This design comes from an exercise in tuning for small area on the open sky130 flow, not from production work.
Only the layout flow was run in this run; the RTL was not checked for function there.
Power is estimated from default activity; no workload was simulated.

`flow/design.v`:
```
module LSCLK	 
        #(
            parameter NB_COUNTER = 11,      
			parameter COUNT_LIM  = 11'd900  
        )
        (
        input clk,   
        input rst,
        output o_clock  
        );
reg r_o_clock;
reg [NB_COUNTER-1:0] clock_counter;
always @(posedge clk or posedge rst) begin
	if(rst) begin
		r_o_clock 	  <= 1'b0;
		clock_counter <= {NB_COUNTER{1'b0}};
	end
	else begin
		if(clock_counter == COUNT_LIM/2 - 1) begin
		r_o_clock     <= 1'b1;        								 
        clock_counter <= clock_counter + {{NB_COUNTER-1{1'b0}},{1'b1}};  
		end
		else if(clock_counter == COUNT_LIM - 1) begin
		    r_o_clock       <= 1'b0;  				 
            clock_counter   <= {NB_COUNTER{1'b0}};   
		end
		else begin
			clock_counter <= clock_counter + {{NB_COUNTER-1{1'b0}},{1'b1}};  
		end
	end
end
assign o_clock = r_o_clock;
endmodule
module signal_demux 
        #(
            parameter NB_SAMPLE = 8
        )
        (
        input signed [NB_SAMPLE-1:0] i_signals,  
        input clk,  							 
        input rst,
		input i_enable,							 
        output o_demux, 						 
        output signed [NB_SAMPLE-1:0] o_xn,		 
        output signed [NB_SAMPLE-1:0] o_dn 		 
        );
reg flag_enable;
reg r_demux;
reg [NB_SAMPLE-1:0] r_i_dn;
reg [NB_SAMPLE-1:0] r_i_xn;
reg [NB_SAMPLE-1:0] r_i_xn_aux;  
always @(posedge clk or posedge rst) begin
	if(rst) begin
		flag_enable <= 1'b0;
		r_demux		<= 1'b0;
		r_i_dn      <= {NB_SAMPLE{1'b0}};
        r_i_xn      <= {NB_SAMPLE{1'b0}};
		r_i_xn_aux  <= {NB_SAMPLE{1'b0}};
	end
	else begin
		if(i_enable && flag_enable) begin
			flag_enable <= 1'b0;
			if(r_demux) begin
                r_i_dn  <= i_signals;    
				r_i_xn_aux<=r_i_xn;		 
                r_demux <= 1'b0;         
            end
            else begin
                r_i_xn  <= i_signals;    
                r_demux <= 1'b1;         
            end
		end
		else if(!i_enable && !flag_enable)
			flag_enable <= 1'b1;
	end
end
assign o_xn = r_i_xn_aux;
assign o_dn = r_i_dn;
assign o_demux = ~r_demux;
endmodule
module MAF
        #(
            parameter NB_SAMPLE = 8 ,
            parameter NB_COEFF 	= 16,
            parameter MAF1 		= 20, 	 
			parameter MAF2 		= 12,	 
			parameter NB_COUNTER= 6  	 
        )
        (
        input signed [NB_SAMPLE-1:0] i_xn,   	 
        input clk,  						  	 
        input rst,
        input i_enable, 						 
        output signed [NB_SAMPLE-1:0] o_signal   
        );
localparam NB_SAT  		= NB_COUNTER;   
localparam NB_ADD  		= NB_SAMPLE + NB_SAT;  
localparam NBF_SAMPLE	= 7;	
localparam NBF_COEFF 	= 15;
wire signed [NB_COEFF-1:0] N1;  
wire signed [NB_COEFF-1:0] N2;  
wire signed [NB_COEFF-1:0] CF;  
assign N1 = 16'd328;   
assign N2 = 16'd546;   
assign CF = 16'd18500;  
reg  signed [NB_SAMPLE-1:0] 			r_xn [MAF1-1:1]; 	 
reg signed  [NB_ADD   -1:0] 			acum;				 
reg signed  [NB_ADD   + NB_COEFF-1 :0] 	y1; 				 
reg  signed [NB_SAMPLE	-1:0] 			r_yn [MAF2-1:1]; 	 
reg signed  [NB_ADD   	-2:0] 			acum2;				 
reg signed  [NB_ADD	-1+ NB_COEFF-1 :0] 	y2; 			 	 
wire signed [NB_COEFF	-1:0] 			y2_aux;				 
wire signed [NB_COEFF + NB_COEFF-1 :0] 	y3;  			 	 
reg flag_enable;
reg [NB_COUNTER-1:0] op_count;  
integer ptr1;
integer ptr2;
always @(posedge clk or posedge rst) begin
	if(rst) begin
		flag_enable <= 1'b0;
		op_count	<= {NB_COUNTER{1'b0}};
		acum 		<= {NB_ADD{1'b0}};
		acum2		<= {NB_ADD - 1{1'b0}};
		y1			<= {NB_ADD + NB_COEFF{1'b0}};
		y2			<= {NB_ADD + NB_COEFF - 1{1'b0}};
		for(ptr1=1;ptr1<MAF1;ptr1=ptr1+1) begin:reiniciar
			r_xn[ptr1] <= {NB_SAMPLE{1'b0}};
			if(ptr1<MAF2)
				r_yn[ptr1] <= {NB_SAMPLE{1'b0}};
        end
	end
	else begin
		if(i_enable && flag_enable) begin
			flag_enable <= 1'b0;
			op_count 	<= {NB_COUNTER{1'b0}};  
			for(ptr2=1;ptr2<MAF1;ptr2=ptr2+1) begin:actualizar
				if(ptr2==1) begin
					r_xn[ptr2] <= i_xn;
					r_yn[ptr2] <= y1[NBF_SAMPLE+NBF_COEFF -: NB_SAMPLE];
				end
				else begin
					r_xn[ptr2] <= r_xn[ptr2-1];
					if(ptr2<MAF2)
						r_yn[ptr2] <= r_yn[ptr2-1];  
				end
			end
			y1 <= acum  * N1;  
		    y2 <= acum2 * N2;  
		end
		else if(!i_enable && !flag_enable)
			flag_enable <= 1'b1;
		if(op_count<MAF1) begin
			op_count <= op_count + {{NB_COUNTER-1{1'b0}},{1'b1}};  
			if(op_count) begin
				acum <= acum + r_xn[op_count];
				if(op_count<MAF2) begin
					acum2 <= acum2 + r_yn[op_count];
				end
			end
			else begin
				acum <= {{NB_SAT{i_xn[NB_SAMPLE-1]}},{i_xn}}; 				 
				acum2 <= y1[NBF_SAMPLE+NBF_COEFF + NB_SAT-1 -: NB_ADD-1];	 
			end
		end
	end
end
assign y2_aux = y2[NBF_SAMPLE+NBF_COEFF -: NB_COEFF];	 
assign y3 = y2_aux * CF;  
assign o_signal = y3[NB_COEFF + NB_COEFF-3-:NB_SAMPLE];  
endmodule
module AF 
        #(
            parameter NB_SAMPLE  = 8,
            parameter NBF_SAMPLE = 7,
            parameter NB_COEFF   = 16,
            parameter NBF_COEFF  = 16,  
            parameter FILTER_ORDER = 30,		 
			parameter NB_COUNTER   = 5     		 
        )
        (
        input signed [NB_SAMPLE-1:0] i_dn,    	 
        input signed [NB_SAMPLE-1:0] i_xn,    	 
        input clk,  							 
        input rst,								 
		input i_enable,							 
        output signed [NB_COEFF-1:0] o_en   	 
        );
localparam NB_SAT  = 5;   
localparam NB_PROD = NB_SAMPLE + NB_COEFF; 		 
localparam NB_ADD  = NB_PROD + NB_SAT; 	   		 
reg flag_enable;
reg [NB_COUNTER-1:0] op_count;
reg  signed [NB_SAMPLE-1:0] r_i_xn [FILTER_ORDER-1:1];   
wire signed [NB_COEFF -1:0] w_i_dn;						 
wire signed [NB_COEFF	:0] w_o_en;
reg signed [NB_COEFF-1:0] hn0 [FILTER_ORDER-1:0];   
reg signed [NB_COEFF  :0] hn1 [FILTER_ORDER-1:0];   
reg signed [NB_PROD -1:0] prod;   
reg signed [NB_ADD  -1:0] acum;   
reg signed [NB_COEFF-1:0] yn; 	  
wire signed [NB_COEFF-1:0] mu2;	 
wire signed [NB_COEFF + NB_COEFF : 0] mu2en;  
reg signed [NB_COEFF + NB_COEFF + NB_SAMPLE : 0] mu2enxn;  
wire signed [NB_COEFF-1:0] LF;	 
reg signed [NB_COEFF-1 + NB_COEFF : 0] LFhn0;  
wire signed [NB_COEFF-1:0] CF;	 
wire signed [NB_COEFF+NB_COEFF-1:0] yn_comp;	 
assign mu2	= 16'h0021;		 
assign LF 	= 16'd32735;	 
assign CF	= 16'd16384;	 
integer ptr1;
integer ptr2;
always @(posedge clk or posedge rst) begin
	if(rst) begin
		flag_enable <= 1'b0;
		op_count	<= {NB_COUNTER{1'b0}};
		prod	<= {NB_PROD{1'b0}};
		acum	<= {NB_ADD{1'b0}};
		yn		<= {NB_COEFF{1'b0}};
		mu2enxn	<= {NB_COEFF + NB_COEFF + NB_SAMPLE + 1{1'b0}};  
		for(ptr1=0;ptr1<FILTER_ORDER;ptr1=ptr1+1) begin:reiniciar
			hn1[ptr1]  	<= {NB_COEFF+1{1'b0}};
			hn0[ptr1]  	<= {NB_COEFF{1'b0}};
			if(ptr1)
				r_i_xn[ptr1]<= {NB_SAMPLE{1'b0}};
        end
	end
	else begin
		if(i_enable && flag_enable) begin
			op_count 	<= {NB_COUNTER{1'b0}};  
			flag_enable <= 1'b0;
			r_i_xn[1] 	<= i_xn;  
			for(ptr2=0;ptr2<FILTER_ORDER;ptr2=ptr2+1) begin:actualizar
				if(ptr2>1)
					r_i_xn[ptr2] <= r_i_xn[ptr2-1];
				hn0[ptr2] <= hn1[ptr2][NB_COEFF-1:0];
			end 
			yn 		<= acum[NB_ADD-1 - NB_SAT -: NB_COEFF];	 
		end
		else if(!i_enable && !flag_enable)
			flag_enable <= 1'b1;
		if(op_count<FILTER_ORDER) begin
			op_count <= op_count + {{NB_COUNTER-1{1'b0}},{1'b1}};  
			if(op_count) begin
				prod <= hn0[op_count] * r_i_xn[op_count];	 
				acum <= acum + {{NB_SAT{prod[NB_PROD-1]}},{prod}};  
				mu2enxn <= mu2en * r_i_xn[op_count];	 
			end
			else begin
				prod <= hn0[op_count] * i_xn;
				mu2enxn <= mu2en * i_xn;	 
				acum <= {{NB_SAT{prod[NB_PROD-1]}},{prod}};
			end
			hn1[op_count] <= LFhn0[30-:NB_COEFF] + mu2enxn[37-:NB_COEFF];  
		end
	end
end
always@(*) begin
	if(op_count<FILTER_ORDER)
		LFhn0 = LF * hn0[op_count];
	else
		LFhn0 = LF * hn0[op_count-1];
end
assign mu2en = mu2 * w_o_en;  
assign w_i_dn = {i_dn,{NB_COEFF-NB_SAMPLE{1'b0}}};	 
assign w_o_en = w_i_dn - yn;	 
assign o_en = w_o_en[NB_COEFF-1 -: NB_COEFF];  
endmodule
module portadora
				#(
					parameter NB_DATA 	= 16,	 
					parameter NB_COUNT	= 5 ,	 
					parameter NB_SAMPLE	= 30
				)
				(
                 i_clock,
                 i_reset,
				 i_enable,
                 o_signal                 
                 );
   localparam MEM_INIT_FILE = "triang30.hex";
   output [NB_DATA - 1 : 0] o_signal;
   reg    [NB_DATA - 1 : 0] w_signal;
   input                    i_clock;	 
   input                    i_reset;
   input					i_enable;	 
   reg [NB_COUNT - 1 : 0] counter; 				 
   reg [NB_DATA  - 1 : 0] data[NB_SAMPLE-1:0] ; 	 
	reg flag_enable;
  initial begin
    $readmemh("triang30.hex", data);
  end
   always@(posedge i_clock or posedge i_reset) begin
      if(i_reset) begin
		 flag_enable <= 1'b0;
         counter  <= {NB_COUNT{1'b0}};
	  end
      else begin
		if(i_enable && flag_enable) begin
		flag_enable <= 1'b0;
			if(counter<NB_SAMPLE) 
				counter  <= counter + {{NB_COUNT-1{1'b0}},{1'b1}};
			else
				counter  <= {NB_COUNT{1'b0}};
		end
		else if(!i_enable && !flag_enable)
			flag_enable <= 1'b1;
	  end
   end
   assign o_signal = w_signal;
	always@(*) begin
		if(counter<NB_SAMPLE)
			w_signal = data[counter];
		else
			w_signal = data[0];
	end
endmodule
module spwm
			#(
				parameter NB_DATA = 16	 
			)
			(
            input signed [NB_DATA-1:0] i_c,     
            input signed [NB_DATA-1:0] i_p,     
            output [1:0] pwm   
            );
reg g1, g4;	 
wire signed [NB_DATA-1:0] i_c_n;  
wire signed [1:0] gQ;
assign i_c_n = ~i_c + {{NB_DATA-1{1'b0}},{1'b1}};  
always @(*) begin
        if(i_p<=i_c)  
            g1 = 1'b1;
        else
            g1 = 1'b0;
        if(i_p<=i_c_n)
            g4 = 1'b1;
        else
            g4 = 1'b0;
end
assign gQ = g1 - g4;  
assign pwm[1] = gQ[1];
assign pwm[0] = gQ[1]^gQ[0];
endmodule
module dead_time
				(
				input [1:0] i_pwm,	 
				input clk,			 
				input rst,
				output [1:0] o_pwm	 
				);
localparam N = 10;	 
reg [1:0] r_pwm[N-1:1];
reg dead_time_control;
integer ptr1;
integer ptr2;
always@(posedge clk or posedge rst) begin
	if(rst) begin
		for(ptr1=1;ptr1<N;ptr1=ptr1+1) begin:reiniciar
			r_pwm[ptr1] <= {2{1'b0}};
        end
	end
	else begin
		for(ptr2=1;ptr2<N;ptr2=ptr2+1) begin:actualizar
			if(ptr2==1)			
				r_pwm[ptr2] <= i_pwm;			
			else			
				r_pwm[ptr2] <= r_pwm[ptr2-1];
		end
	end
end
always@(*) begin
		if((r_pwm[N-1]==2'b01 && i_pwm==2'b10) || (r_pwm[N-1]==2'b10 && i_pwm==2'b01))
			dead_time_control = 1'b1;
		else
			dead_time_control = 1'b0;
end
assign o_pwm[0] = (dead_time_control) ? (1'b0) : i_pwm[0];
assign o_pwm[1] = (dead_time_control) ? (1'b0) : i_pwm[1];
endmodule
module top_PF
        #(
			parameter NB_CLOCK_COUNTER 		= 10,     	 
			parameter COUNT_LIM  			= 10'd180, 	 
            parameter MAF1 					= 100, 		 
			parameter MAF2 					= 60,	 	 
            parameter NB_MAF_COUNTER        = 7,
			parameter NB_SAMPLE  			= 8,
            parameter NBF_SAMPLE 			= 7,
            parameter NB_COEFF   			= 16,
            parameter NBF_COEFF  			= 16, 		 
            parameter FILTER_ORDER 			= 30,		 
			parameter NB_FILTER_COUNTER		= 5     	 
        )
        (
        input signed [NB_SAMPLE-1:0] i_signals,    		 
        input clk,  									 
        input rst,										 
		output o_clock,									 
		output signed [NB_SAMPLE-1:0] o_signal,			 
        output [1:0] pwm  								 
        );
localparam COUNT_LIM2 =24;	 
wire ls_clock;
wire demux_clock;
wire carrier_clock;
wire signed [NB_SAMPLE-1:0] i_xn_to_filter;
wire signed [NB_SAMPLE-1:0] i_xn_filtered;  
wire signed [NB_SAMPLE-1:0] i_dn;
wire signed [NB_COEFF-1:0] w_o_en;
wire signed [NB_COEFF-1:0] carrier_signal;
wire [1:0] w_pwm;
assign o_clock = ls_clock;
wire clk_o;
wire signed [NB_SAMPLE-1:0] i_signals_aux;  
wire signed [NB_SAMPLE-1:0] o_signal_aux;   
assign i_signals_aux = {~i_signals[NB_SAMPLE-1],i_signals   [NB_SAMPLE-2:0]};
assign o_signal =   {~o_signal_aux[NB_SAMPLE-1],o_signal_aux[NB_SAMPLE-2:0]};
assign o_signal_aux = w_o_en[NB_COEFF-1-:NB_SAMPLE];
assign clk_o = clk;
LSCLK	 
        #(
            .NB_COUNTER(NB_CLOCK_COUNTER),    	 
			.COUNT_LIM (COUNT_LIM )				 
        )
		u_LSCLK
        (
        .clk	(clk_o),		 
        .rst	(~rst),
        .o_clock(ls_clock)	 
        );
LSCLK	 
        #(
           .NB_COUNTER(NB_CLOCK_COUNTER),    	 
			.COUNT_LIM (24)				 
        )
		u_LSCLK2
        (
        .clk	(clk_o),		 
        .rst	(~rst),
        .o_clock(carrier_clock)	 
        );
signal_demux 
        #(
            .NB_SAMPLE(NB_SAMPLE)
        )
		u_signal_demux
        (
        .i_signals	(i_signals_aux),		 
        .clk		(clk_o),				 
        .rst		(~rst),				 
		.i_enable	(ls_clock),			 
        .o_demux	(demux_clock),		 
        .o_xn		(i_xn_to_filter),	 
        .o_dn 		(i_dn) 				 
        );
MAF
        #(
            .NB_SAMPLE	(NB_SAMPLE	),
            .NB_COEFF 	(NB_COEFF 	),
            .MAF1 		(MAF1 		),    
			.MAF2 		(MAF2 		),	  
            .NB_COUNTER(NB_MAF_COUNTER)
        )
		u_MAF
        (
        .i_xn		(i_xn_to_filter), 	 
        .clk		(clk_o), 				 
        .rst		(~rst),
		.i_enable	(demux_clock),  	 
        .o_signal	(i_xn_filtered) 	 
        );
AF 
        #(
            .NB_SAMPLE		(NB_SAMPLE		  ),
            .NBF_SAMPLE		(NBF_SAMPLE		  ),
            .NB_COEFF		(NB_COEFF		  ),
            .NBF_COEFF		(NBF_COEFF		  ), 	 
            .FILTER_ORDER	(FILTER_ORDER	  ),	 
			.NB_COUNTER		(NB_FILTER_COUNTER)      
        )
		u_AF
        (
        .i_dn		(i_dn),    				 
        .i_xn		(i_xn_filtered),    	 
        .clk		(clk_o),  				 
        .rst		(~rst),					 
		.i_enable	(demux_clock),			 
        .o_en		(w_o_en)   			 
        );
portadora
		#(
			.NB_DATA 	(16),	 
			.NB_COUNT	(5 ),	 
			.NB_SAMPLE	(30)
		)
		u_portadora
		(
        .i_clock	(clk_o),
        .i_reset	(~rst),
		.i_enable	(carrier_clock),
        .o_signal	(carrier_signal)                 
        );
spwm
			#(
				.NB_DATA (16)	 
			)
			u_spwm
			(
            .i_c(w_o_en),     
            .i_p(carrier_signal),     
            .pwm(w_pwm)      
            );
dead_time
	u_DT
				(
				.i_pwm	(w_pwm),	 
				.clk	(clk_o),			 
				.rst	(~rst),
				.o_pwm	(pwm)	 
				);
endmodule
```
`flow/triang30.hex`:
```
8000
9111
A222
B333
C444
D555
E666
F777
0889
199A
2AAB
3BBC
4CCD
5DDE
6EEF
7FFF
6EEF
5DDE
4CCD
3BBC
2AAB
199A
0889
F777
E666
D555
C444
B333
A222
9111
```
`flow/run.sh`:
```
#!/bin/bash
# synth_recipe.tcl (not shown) runs the flow's synth.tcl, then flattens the netlist and writes it again
# the make line also repeats each setting of config.mk as NAME=value (left out here)
make -C /OpenROAD-flow-scripts/flow DESIGN_CONFIG=/design/flow/config.mk WORK_HOME=/design/flow/orfs CLKGATE_MAP_FILE= SYNTH_SCRIPT=/design/flow/synth_recipe.tcl finish
```
`flow/config.mk`:
```
export PLATFORM = sky130hd
export DESIGN_NAME = top_PF
export DESIGN_NICKNAME = top_PF
export VERILOG_FILES = /design/flow/design.v
export SDC_FILE = /design/flow/constraint.sdc
export NUM_CORES = 4
export LEC_CHECK = 0
export CAP_MARGIN = 20
export CORE_MARGIN = 2
export CORE_UTILIZATION = 40
export SLEW_MARGIN = 20
```
`flow/constraint.sdc`:
```
create_clock -name core_clock -period 20.0 [get_ports {clk}]
set_input_delay 4.0000 -clock core_clock [delete_from_list [all_inputs] [get_ports {clk}]]
set_output_delay 4.0000 -clock core_clock [all_outputs]
set_load 0.01 [all_outputs]
```
==> summary.txt <==
critical path, delay by kind of cell, from the launching register on:
family / cells / cell delay (ns)
AOI/OAI and AO/OA: 13 / 3.45
xor gates and xnor gates: 3 / 0.47
buffers and inverters: 11 / 2.56
DFF: 1 / 0.61
muxes: 1 / 0.46
and+or+nand+nor: 10 / 2.71
adders and majority gates: 9 / 3.94
registers in the layout, indices dropped and copies added (netlist names), 8 cells and up:
name                       flops
u_MAF.r_xn                   792
u_AF.hn0                     480
u_AF.hn1                     480
u_MAF.r_yn                   472
u_AF.r_i_xn                  232
u_AF.acum                     24
u_AF.prod                     24
u_DT.r_pwm                    18
u_AF.yn                       16
u_MAF.y2                      16
u_MAF.acum                    15
u_MAF.acum2                   14
u_AF.mu2enxn                  10
u_LSCLK.clock_counter         10
u_LSCLK2.clock_counter        10
u_MAF.y1                      10
u_signal_demux.r_i_dn          8
u_signal_demux.r_i_xn          8
u_signal_demux.r_i_xn_aux      8
Yosys cell counts (140+ instances only):
| cell | number |
|---|---|
| a221oi_1 | 257 |
| nand2_1 | 1157 |
| o21ai_0 | 650 |
| xnor2_1 | 150 |
| inv_1 | 1230 |
| a22oi_1 | 473 |
| nor2_1 | 638 |
| clkbuf_1 | 727 |
| a21oi_1 | 288 |
| nand3_1 | 197 |
| dfrtp_1 | 2671 |
| fa_1 | 778 |
| a22o_1 | 210 |
| ha_1 | 762 |
| mux2_2 | 2045 |
| nand4_1 | 140 |
logic make-up (layout without fill, tap and decap cells):
group                      after synthesis  after routing  synth area share, %
AOI/OAI and AO/OA                     2470           2470                11.12
xor gates and xnor gates               228            228                1.298
adders and majority gates             1540           1540                16.27
buffers and inverters                 2035           2087                4.996
DFF                                   2671           2671                43.30
muxes                                 2093           2093                15.25
other                                    0              8                    0
and+or+nand+nor                       2666           2666                7.776
layer usage:
layer / track usage (%) / vias to the layer above / wire (µm)
met2: 41.23 / 4627 / 233500
met5: 0 / - / 94
met1: 33.79 / 56560 / 206900
met3: 4.714 / 1469 / 39690
li1: - / 47640 / -
met4: 13.43 / 12 / 31620
report_power, final:
part	internal (mW)	switching (mW)
Sequential	5.41	0.00256
Combinational	0.0480	0.205
Clock	3.23	2.32
Total	8.69	2.53
worst min path at each step:
stage,from,end,slack [ns]
after detailed placement,u_DT.r_pwm[4][1]$_DFF_PN0_,u_DT.r_pwm[5][1]$_DFF_PN0_,0.33
after global routing,u_DT.r_pwm[4][1]$_DFF_PN0_,u_DT.r_pwm[5][1]$_DFF_PN0_,0.34
final,u_DT.r_pwm[4][1]$_DFF_PN0_,u_DT.r_pwm[5][1]$_DFF_PN0_,0.34
after floorplan,u_DT.r_pwm[1][0]$_DFF_PN0_,u_DT.r_pwm[2][0]$_DFF_PN0_,0.33
after CTS,u_DT.r_pwm[4][1]$_DFF_PN0_,u_DT.r_pwm[5][1]$_DFF_PN0_,0.34
after global placement,u_DT.r_pwm[4][1]$_DFF_PN0_,u_DT.r_pwm[5][1]$_DFF_PN0_,0.33
area by class of cell:
cell class	instances	area (µm²)
inverters	1235	4636
repair buffers	334	2716
multi-input cells	8997	80990
well taps	5060	6331
diodes	8	20.02
clock inverters	98	1274
fillers	35840	213500
flip-flops and latches	2671	66850
clock buffers	420	8498
through the flow:
step / cell area (µm²) / utilization (%) / hold slack [ns] / total power [mW]
2_1_floorplan: 154400 / - / 0.3312 / 5.587
3_3_place_gp: 161500 / 41.96 / 0.3330 / 5.770
3_5_place_dp: 161500 / 41.97 / 0.3347 / 5.770
4_1_cts: 171300 / 44.51 / 0.3389 / 11.30
5_1_grt: 171300 / 44.51 / 0.3419 / 11.53
6_report: 171300 / 44.52 / 0.3390 / 11.22
==> impl_metrics.ini <==
[clocking]
cts-root-to-sink-buffers = 4
clk_transition_reported_paths_ns = 0.06
post_cts.resized_instances = 0
htree_num_levels = 5
hold_buffers_post_cts = 0
cts_post_setup_buffers_inserted = 0
clkSinkCount = 2671
tritoncts_buffer_count = 292
cts_tree = built
clock_tree_root_buffer_cell = clkbuf_16
worstSkewPairLatency_ns = 0.91

[place]
placement.setup.worst_slack_ns = 5.813
place.detailed.hpwl_um = 343600
finalWeightedCongestion = 0.9547
numPortBuffers = 20
placed_cells_incl_taps = 18300

[sta]
f_max_ghz = 0.06928
worst_slew_margin_rel_pct = 17.10
finalClockSkew_ns = 0.07369
final_min_period_over_clock_period_pct = 72.17
setup_tns_ns = 0
period_minus_slack_ns = 14.43
timing.final.max_slew_violations = 0
setup_ws_ns = 5.566
final-hold-violation-count = 0
timing_worst_slew_pin_value_ns = 1.232
grt_setup_unrepaired = false
report.final.setup_viol = 0

[die]
core-area_um2 = 384800
initial_utilization_pct = 40.11
die_w_um = 625.2
vertical_extent_of_the_die_um = 625.2
placement_rows = 228
io_count = 21
floorplan.die_area_um2 = 390900

[worst_setup_path]
crit_arrival_ns = 15.12
worst_ep_required_time_ns = 20.68
crit-reg2reg-capture = u_AF.hn1[7][15]$_DFFE_PN0P_
critical_path.startpoint_type = flip-flop
worst-r2r-cell-count = 47
worst_case_register_to_register_setup_slack_ns = 5.57
critical_path.endpoint = u_AF.hn1[7][15]$_DFFE_PN0P_
launching_instance_or_port_of_the_critical_path = u_AF.op_count[1]$_DFFE_PN0P_
critPathMaxStageDelay_ns = 0.70
r2r-start = u_AF.op_count[1]$_DFFE_PN0P_
crit_path_top_delay_cell = nor3b_4
critical_path.endpoint_type = flip-flop
path_class = reg -> reg
path_max_fanout = 34

[grt]
grt.overflow.total = 0
grt_pass1_vias = 109800
initial_antenna_violation_count = 18
grt_pass1_wl_um = 755600
grt_start_max_net_pins = 199
total_routing_resource_utilization_after_global_routing_pct = 25.92

[layout]
final_common_cell = dfrtp_1
non_filler_cells_final = 18820
synthToLayoutAreaGrowth_pct = 10.98
final_cell_mix = dfrtp_1, mux2_2, inv_1
fin_nets = 15080
layout-drive-gt1-share_pct = 22.13

[route]
detail_route.wl_per_cell_um = 27.19
drtIter0Drc = 12060
firstDrtPassIters = 12
vias = 110300
avgViaCountPerCell = 5.860
detail-route-antenna-nets = 0
drcViolationCount = 0
detail_route.wirelength_um = 511900

[yosys]
post_synth_num_cell_types = 104
syn_nets = 15250
synthesis.area_per_instance_um2 = 11.27
synthesis.instances = 13700
yosysTopAreaCellShare_pct = 43.30
synthArstFlopShare_pct = 100.0
seq_area_frac_synth_pct = 43.30
post_synth_edffs = 0
synth_top_area_cell = dfrtp_1
ys_ff_latch = 2671
synthesis.yosys.warnings = 38
ys_dominant_reg_cell = dfrtp_1
synth_area_um2 = 154400
synth_area_leaders = dfrtp_1, mux2_2, fa_1, ha_1, inv_1

[power_and_ir_drop]
p_leak_nw = 82.48
peak_vdd_ir_uv = 67.73
powerDensity_nw_per_um2 = 65.46

[worst_hold_path]
hold_class = reg -> reg
hold_path_depth = 0

[run]
drv_cap = 0

[status]
outcome = no timing/DRC/antenna violations

-- port drivers added, routing unchanged --
The flow's constraints put no driver on any port. The routed layout listed below was extracted and timed again, unchanged, in two steps.
Step 1 assumes that a clkbuf_16 drives the clock port and a buf_2 every other input.
Step 2 adds t to the input delays and takes it off the output delays; t is the mean of the earliest and latest rising clock arrival at the registers after step 1. Input paths then give back, and output paths get back, about the clock's delay inside the block.
Slacks: ideal / step 1 / step 2; pairs: ideal / step 1.
t (ns): 0.994
setup slack, ns: 5.566 / 5.566 / 5.566
worst slew at a driven data input, ns: 0.10
After both steps this run still meets setup and hold. For this run, drivers alone change the setup slack by 0.000 ns; drivers and shift together by 0.000 ns.
